What follows belongs to an exercise in optimizing a design on an open flow for small area; a production flow would make more cautious choices. Where RTL was checked, it was by simulation tests only, not by an equivalence proof against the original. Power figures rest on the tool's default switching activity, not on a simulated workload.

==> inputs of run R <==
==> flow/design.v <==
module sevenseg(data, show);
input [3:0] data;
output [6:0] show;
assign show[0] = (data[2] & ~data[1] & ~data[0]) | (~data[3] & ~data[2] & ~data[1] & data[0]);
assign show[1] = (data[2] & data[1] & ~data[0]) | (data[2] & ~data[1] & data[0]);
assign show[2] = (~data[3] & ~data[2] & data[1] & ~data[0]);
assign show[3] = (data[2] & ~data[1] & ~data[0]) | (data[2] & data[1] & data[0]) | (~data[3] & ~data[2] & ~data[1] & data[0]);
assign show[4] = (data[0]) | (data[2] & ~data[1]);
assign show[5] = (data[1] & data[0]) | (~data[3] & ~data[2] & data[0]) | (~data[3] & ~data[2] & data[1]);
assign show[6] = (~data[3] & ~data[2] & ~data[1]) | (data[3] & data[1]) | (data[2] & data[1] & data[0]);
endmodule
module sevenseg6(data, show);
input [2:0] data;
output [6:0] show;
assign show[0] = (~data[2] & ~data[1] & data[0]) | (data[2] & ~data[1] & ~data[0]);
assign show[1] = (data[2] & data[0]);
assign show[2] = (~data[2] & data[1] & ~data[0]);
assign show[3] = (~data[2] & ~data[1] & data[0]) | (data[2] & ~data[1] & ~data[0]);
assign show[4] = (data[0]) | (data[2] & ~data[1]);
assign show[5] = (~data[2] & data[0]) | (~data[2] & data[1]);
assign show[6] = (~data[2] & ~data[1]) | (data[2] & data[1]);
endmodule
module debounce(clk, rst, button, pressed);
input   clk, rst, button;
output  pressed;
reg  [8:0]  last;
parameter   QSTATE = 9'd67;    
wire q   = (last == QSTATE);
wire clr = rst | button;
wire fb  = ~(last[8] ^ last[4]);
assign pressed = q;
always @ (posedge clk)
begin
  last[0]   <= ~clr & (q | fb);
  last[8:1] <= (clr | q) ? 8'd0 : last[7:0];
end
endmodule
`timescale 1 ns/ 1 ns
module count(clk, rst, key_reset, key_start_pause, key_display,
                    hex0, hex1, hex2, hex3, hex4, hex5,
                    led0, led1, led2, led3                  );
input          clk, rst, key_reset, key_start_pause, key_display;
output  [6:0]  hex0, hex1, hex2, hex3, hex4, hex5;
output         led0, led1, led2, led3;
reg         working, counting, display;
reg [4:0]   cnt;
reg [3:0]   d0, d1, d2, d4;
reg [2:0]   d3, d5;
reg [3:0]   s0, s1, s2, s4;
reg [2:0]   s3, s5;
wire reset_set, start_set, display_set;
assign led0 = working;
assign led1 = counting;
assign led2 = display;
assign led3 = 1'b0;
sevenseg  led8_0(.data(s0), .show(hex0));
sevenseg  led8_1(.data(s1), .show(hex1));
sevenseg  led8_2(.data(s2), .show(hex2));
sevenseg6 led8_3(.data(s3), .show(hex3));
sevenseg  led8_4(.data(s4), .show(hex4));
sevenseg6 led8_5(.data(s5), .show(hex5));
debounce rst_key(.clk(clk), .rst(rst), .button(key_reset), .pressed(reset_set));
debounce stt(.clk(clk), .rst(rst), .button(key_start_pause), .pressed(start_set));
debounce dsp(.clk(clk), .rst(rst), .button(key_display), .pressed(display_set));
wire clr = rst | reset_set;
always @ (posedge clk)
begin
  working  <= ~clr & (start_set | working);
  counting <= ~clr & (start_set ^ counting);
  display  <= ~clr & (display_set ^ display);
end
wire pulse = (cnt == 5'd9);
wire run   = counting;
always @ (posedge clk)
begin
  cnt[0]   <= ~clr & (pulse ? run : (run ? ~(cnt[4] ^ cnt[2]) : cnt[0]));
  cnt[4:1] <= (clr | pulse) ? 4'd0 : (run ? cnt[3:0] : cnt[4:1]);
end
wire l0 = d0[3] & d0[1];
wire l1 = d1[3] & d1[1];
wire l2 = d2[3] & d2[1];
wire l3 = d3[2] & d3[1];
wire l4 = d4[3] & d4[1];
wire l5 = d5[2] & d5[1];
function [3:0] dec10;
  input [3:0] d;
  input       c, l;
  begin
    dec10[0] = d[0] ^ c;
    dec10[1] = ~l & (d[1] ^ (c & d[0]));
    dec10[2] = d[2] ^ (c & d[0] & d[1]);
    dec10[3] = ~l & (d[3] ^ (c & d[0] & d[1] & d[2]));
  end
endfunction
function [2:0] dec6;
  input [2:0] d;
  input       c, l;
  begin
    dec6[0] = d[0] ^ c;
    dec6[1] = ~l & (d[1] ^ (c & d[0]));
    dec6[2] = ~l & (d[2] ^ (c & d[0] & d[1]));
  end
endfunction
always @ (posedge clk)
begin
  d0 <= {4{~clr}} & dec10(d0, pulse, l0);
  d1 <= {4{~clr}} & dec10(d1, l0, l1);
  d2 <= {4{~clr}} & dec10(d2, l1, l2);
  d3 <= {3{~clr}} & dec6(d3, l2, l3);
  d4 <= {4{~clr}} & dec10(d4, l3, l4);
  d5 <= {3{~clr}} & dec6(d5, l4, l5);
end
wire hold = display & ~rst;
wire load = ~display & ~rst;
always @ (posedge clk)
begin
  s0 <= (s0 & {4{hold}}) | (d0 & {4{load}});
  s1 <= (s1 & {4{hold}}) | (d1 & {4{load}});
  s2 <= (s2 & {4{hold}}) | (d2 & {4{load}});
  s3 <= (s3 & {3{hold}}) | (d3 & {3{load}});
  s4 <= (s4 & {4{hold}}) | (d4 & {4{load}});
  s5 <= (s5 & {3{hold}}) | (d5 & {3{load}});
end
endmodule
==> flow/run.sh <==
#!/bin/bash
# synth_recipe.tcl (not shown) runs the flow's synth.tcl, then flattens the netlist and writes it again
# the make line also repeats each setting of config.mk as NAME=value (left out here)
make -C /OpenROAD-flow-scripts/flow DESIGN_CONFIG=/design/flow/config.mk WORK_HOME=/design/flow/orfs CLKGATE_MAP_FILE= SYNTH_SCRIPT=/design/flow/synth_recipe.tcl finish
==> flow/config.mk <==
export PLATFORM = sky130hd
export DESIGN_NAME = count
export DESIGN_NICKNAME = count
export VERILOG_FILES = /design/flow/design.v
export SDC_FILE = /design/flow/constraint.sdc
export NUM_CORES = 4
export LEC_CHECK = 0
export ABC_AREA = 1
export ABC_CLOCK_PERIOD_IN_PS = 100000
export CAP_MARGIN = 20
export CORE_MARGIN = 2
export CORE_UTILIZATION = 60
export CTS_BUF_LIST = sky130_fd_sc_hd__clkbuf_2 sky130_fd_sc_hd__clkbuf_4
export CTS_CLUSTER_DIAMETER = 100
export CTS_CLUSTER_SIZE = 40
export SLEW_MARGIN = 20
==> flow/constraint.sdc <==
create_clock -name core_clock -period 5.0 [get_ports {clk}]
set_input_delay 1.0000 -clock core_clock [delete_from_list [all_inputs] [get_ports {clk}]]
set_output_delay 1.0000 -clock core_clock [all_outputs]
set_load 0.01 [all_outputs]
==> inputs of run H, as changes to run R <==
==> flow/flow/run.sh (new file) <==
#!/bin/bash
# Own layout flow: the standard layout (standard.sh), with
#  - synthesis mapped by ABC for area (my_synth.tcl, area.abc), no adder extraction;
#  - the smallest buffer on the ports;
#  - small clock buffers.
set -euo pipefail
W=$(pwd)
sed -e "s|SYNTH_SCRIPT=[^ ]*|SYNTH_SCRIPT=$W/flow/my_synth.tcl ADDER_MAP_FILE=|" standard.sh > own_standard.sh
bash own_standard.sh \
  "BUFFER_PORTS_ARGS=-buffer_cell sky130_fd_sc_hd__buf_1" \
  finish > make.log 2>&1
==> flow/flow/area.abc (new file) <==
strash
&get -n
&st
&dch -f
&nf -R 1000
&put
topo
==> flow/flow/my_synth.tcl (new file) <==
# Standard synthesis (synth_recipe.tcl), except that ABC maps with the area
# script beside this file and without a delay target.
set my_abc_script [file join [file dirname [file normalize [info script]]] area.abc]
proc synth {args} { yosys synth -nofsm -noshare {*}$args }
proc abc {args} {
  global my_abc_script
  set out {}
  set skip 0
  foreach a $args {
    if {$skip} { set skip 0; continue }
    if {$a eq "-script" || $a eq "-D"} { set skip 1; continue }
    lappend out $a
  }
  yosys abc -script $my_abc_script {*}$out
}
source $::env(SCRIPTS_DIR)/synth.tcl
# left out here: clear keep_hierarchy, flatten, clean up, hide names made inside functions, write 1_2_yosys.v
==> flow/standard.sh (new file) <==
#!/bin/bash
# synth_recipe.tcl (not shown) runs the flow's synth.tcl, then flattens the netlist and writes it again
# the make line also repeats each setting of config.mk as NAME=value (left out here)
make -C /OpenROAD-flow-scripts/flow DESIGN_CONFIG=/design/flow/config.mk WORK_HOME=/design/flow/orfs CLKGATE_MAP_FILE= SYNTH_SCRIPT=/design/flow/synth_recipe.tcl "${@:-finish}"
==> flow/config.mk (replaced) <==
export PLATFORM = sky130hd
export DESIGN_NAME = count
export DESIGN_NICKNAME = count
export VERILOG_FILES = /design/flow/design.v
export SDC_FILE = /design/flow/constraint.sdc
export NUM_CORES = 4
export LEC_CHECK = 0
export CAP_MARGIN = 20
export CORE_MARGIN = 2
export CORE_UTILIZATION = 50
export SLEW_MARGIN = 20
removed: flow/run.sh
==> inputs of run K, as changes to run R <==
==> flow/design.v, changed modules only <==
module debounce(clk, rst, button, pressed);
input   clk, rst, button;
output  pressed;
reg         pressed;
reg [8:0]   last;
parameter   TERM = 9'd33;    
wire term = (last == TERM);
wire clr  = rst | button | term;
always @ (posedge clk)
begin
  last    <= clr ? 9'd0 : {last[7:0], ~(last[8] ^ last[4])};
  pressed <= ~(rst | button) & term;
end
endmodule
module count(clk, rst, key_reset, key_start_pause, key_display,
                    hex0, hex1, hex2, hex3, hex4, hex5,
                    led0, led1, led2, led3                  );
input          clk, rst, key_reset, key_start_pause, key_display;
output  [6:0]  hex0, hex1, hex2, hex3, hex4, hex5;
output         led0, led1, led2, led3;
reg         working, counting, display;
reg         pulse;
reg [4:0]   cnt;
reg [3:0]   d0, d1, d2, d4;
reg [2:0]   d3, d5;
reg [3:0]   s0, s1, s2, s4;
reg [2:0]   s3, s5;
wire reset_set, start_set, display_set;
assign led0 = working;
assign led1 = counting;
assign led2 = display;
assign led3 = 1'b0;
sevenseg led8_0(.data(s0), .show(hex0));
sevenseg led8_1(.data(s1), .show(hex1));
sevenseg led8_2(.data(s2), .show(hex2));
sevenseg6 led8_3(.data(s3), .show(hex3));
sevenseg led8_4(.data(s4), .show(hex4));
sevenseg6 led8_5(.data(s5), .show(hex5));
debounce rst_key(.clk(clk), .rst(rst), .button(key_reset), .pressed(reset_set));
debounce stt(.clk(clk), .rst(rst), .button(key_start_pause), .pressed(start_set));
debounce dsp(.clk(clk), .rst(rst), .button(key_display), .pressed(display_set));
wire clr = rst | reset_set;
wire tterm = (cnt == 5'd20);    
always @ (posedge clk)
begin
  working  <= ~clr & (start_set | working);
  counting <= ~clr & (start_set ^ counting);
  display  <= ~clr & (display_set ^ display);
  pulse    <= ~clr & counting & tterm;
  if (clr | (counting & tterm)) cnt <= 5'd0;
  else if (counting) cnt <= {cnt[3:0], ~(cnt[4] ^ cnt[2])};
end
wire c0 = pulse, c1 = (d0 == 4'd10), c2 = (d1 == 4'd10), c3 = (d2 == 4'd10),
     c4 = (d3 == 3'd6), c5 = (d4 == 4'd10), c6 = (d5 == 3'd6);
always @ (posedge clk)
begin
  if (clr) begin
    d0 <= 0; d1 <= 0; d2 <= 0; d3 <= 0; d4 <= 0; d5 <= 0;
  end else begin
    d0 <= c0 ? d0 + 4'd1 : c1 ? 4'd0 : d0;
    d1 <= c1 ? d1 + 4'd1 : c2 ? 4'd0 : d1;
    d2 <= c2 ? d2 + 4'd1 : c3 ? 4'd0 : d2;
    d3 <= c3 ? d3 + 3'd1 : c4 ? 3'd0 : d3;
    d4 <= c4 ? d4 + 4'd1 : c5 ? 4'd0 : d4;
    d5 <= c5 ? d5 + 3'd1 : c6 ? 3'd0 : d5;
  end
end
always @ (posedge clk)
begin
  if (rst) begin
    s0 <= 0; s1 <= 0; s2 <= 0; s3 <= 0; s4 <= 0; s5 <= 0;
  end else if (~display) begin
    s0 <= d0; s1 <= d1; s2 <= d2; s3 <= d3; s4 <= d4; s5 <= d5;
  end
end
endmodule
--- a/flow/config.mk
+++ b/flow/config.mk
@@ -10,7 +10,4 @@
 export CAP_MARGIN = 20
 export CORE_MARGIN = 2
-export CORE_UTILIZATION = 60
-export CTS_BUF_LIST = sky130_fd_sc_hd__clkbuf_2 sky130_fd_sc_hd__clkbuf_4
-export CTS_CLUSTER_DIAMETER = 100
-export CTS_CLUSTER_SIZE = 40
+export CORE_UTILIZATION = 40
 export SLEW_MARGIN = 20
==> run notes <==
| metric | run H | run R | run K |
|---|---|---|---|
| Net load switching power | 234 uW | 227 uW | 255 uW |
| Wl on met1 | 2740 um | 2930 um | 3580 um |
| Result of the run | finished clean | finished clean | finished clean |
| Compound-cell area share of the yosys netlist | 17.3% | 8.01% | 11.7% |
| RR Endpoint | rst_key.last[7] | d0[3] | d0[1] |
| Number of standard-cell rows in the floorplan | 28 | 27 | 35 |
| Starting density of the core | 50.9% | 62.4% | 41.0% |
| Relative slew slack | 36.9% | 56.0% | - |
| Worst hold path endpoint | stt.last[8] | dsp.last[2] | rst_key.last[6] |
| Routed met3 length | 157 um | 297 um | 243 um |
| Multi-input combinational gate total | 219 | 292 | 320 |
| Wire length of the first global-routing pass | 8500 um | 11000 um | 12000 um |
| Worst setup slack after layout | 2.62 ns | 2.05 ns | 2.18 ns |
| Post-synth top area share | 53.5% | 46.0% | 44.1% |
| WP depth | 4 | 5 | 5 |
| Part of the Yosys area used for sequential elements | 53.5% | 46.0% | 44.1% |
| Footprint of the flip-flops and latches | 1580 um^2 | 1580 um^2 | 1660 um^2 |
| Flop pwr share | 55.0% | 54.3% | 52.2% |
| Number of nets in the synthesized netlist | 314 | 484 | 511 |
| Core outline area | 5820 um^2 | 5510 um^2 | 9200 um^2 |
| Count of cells along the worst hold path | 1 | 2 | 2 |
Only the layout flow was run in run R and run H; the RTL was not checked for function there.

-- re-timing with driven ports --
In the flow no input, the clock included, has a driving cell. The finished layouts below were timed again as built, in two steps.
Step 1: set_driving_cell puts a clkbuf_16 on clk and a buf_2 on each other input, an assumption about the parent block.
Step 2 times the ports against the registers' clock, not the clock port: input delays grow and output delays shrink by t, the midpoint of the rising clock arrivals with the driver on.
Slacks: ideal ports / drivers / drivers and shift; pairs: ideal ports / drivers.
run | shift t [ns] | setup WS [ns] | worst register clock-pin slew, ns | worst slew at a driven data input, ns
run R | 0.452 | 2.052 / 2.027 / 2.339 | 0.12 / 0.12 | 0.03
run H | 0.365 | 2.617 / 2.590 / 2.409 | 0.08 / 0.08 | 0.03
run K | 0.374 | 2.182 / 2.153 / 2.527 | 0.09 / 0.09 | 0.03
After both steps setup and hold are still met in every run listed. The setup slack of run H, which loses most, moves by -0.027 ns with the drivers and by -0.208 ns with both steps.
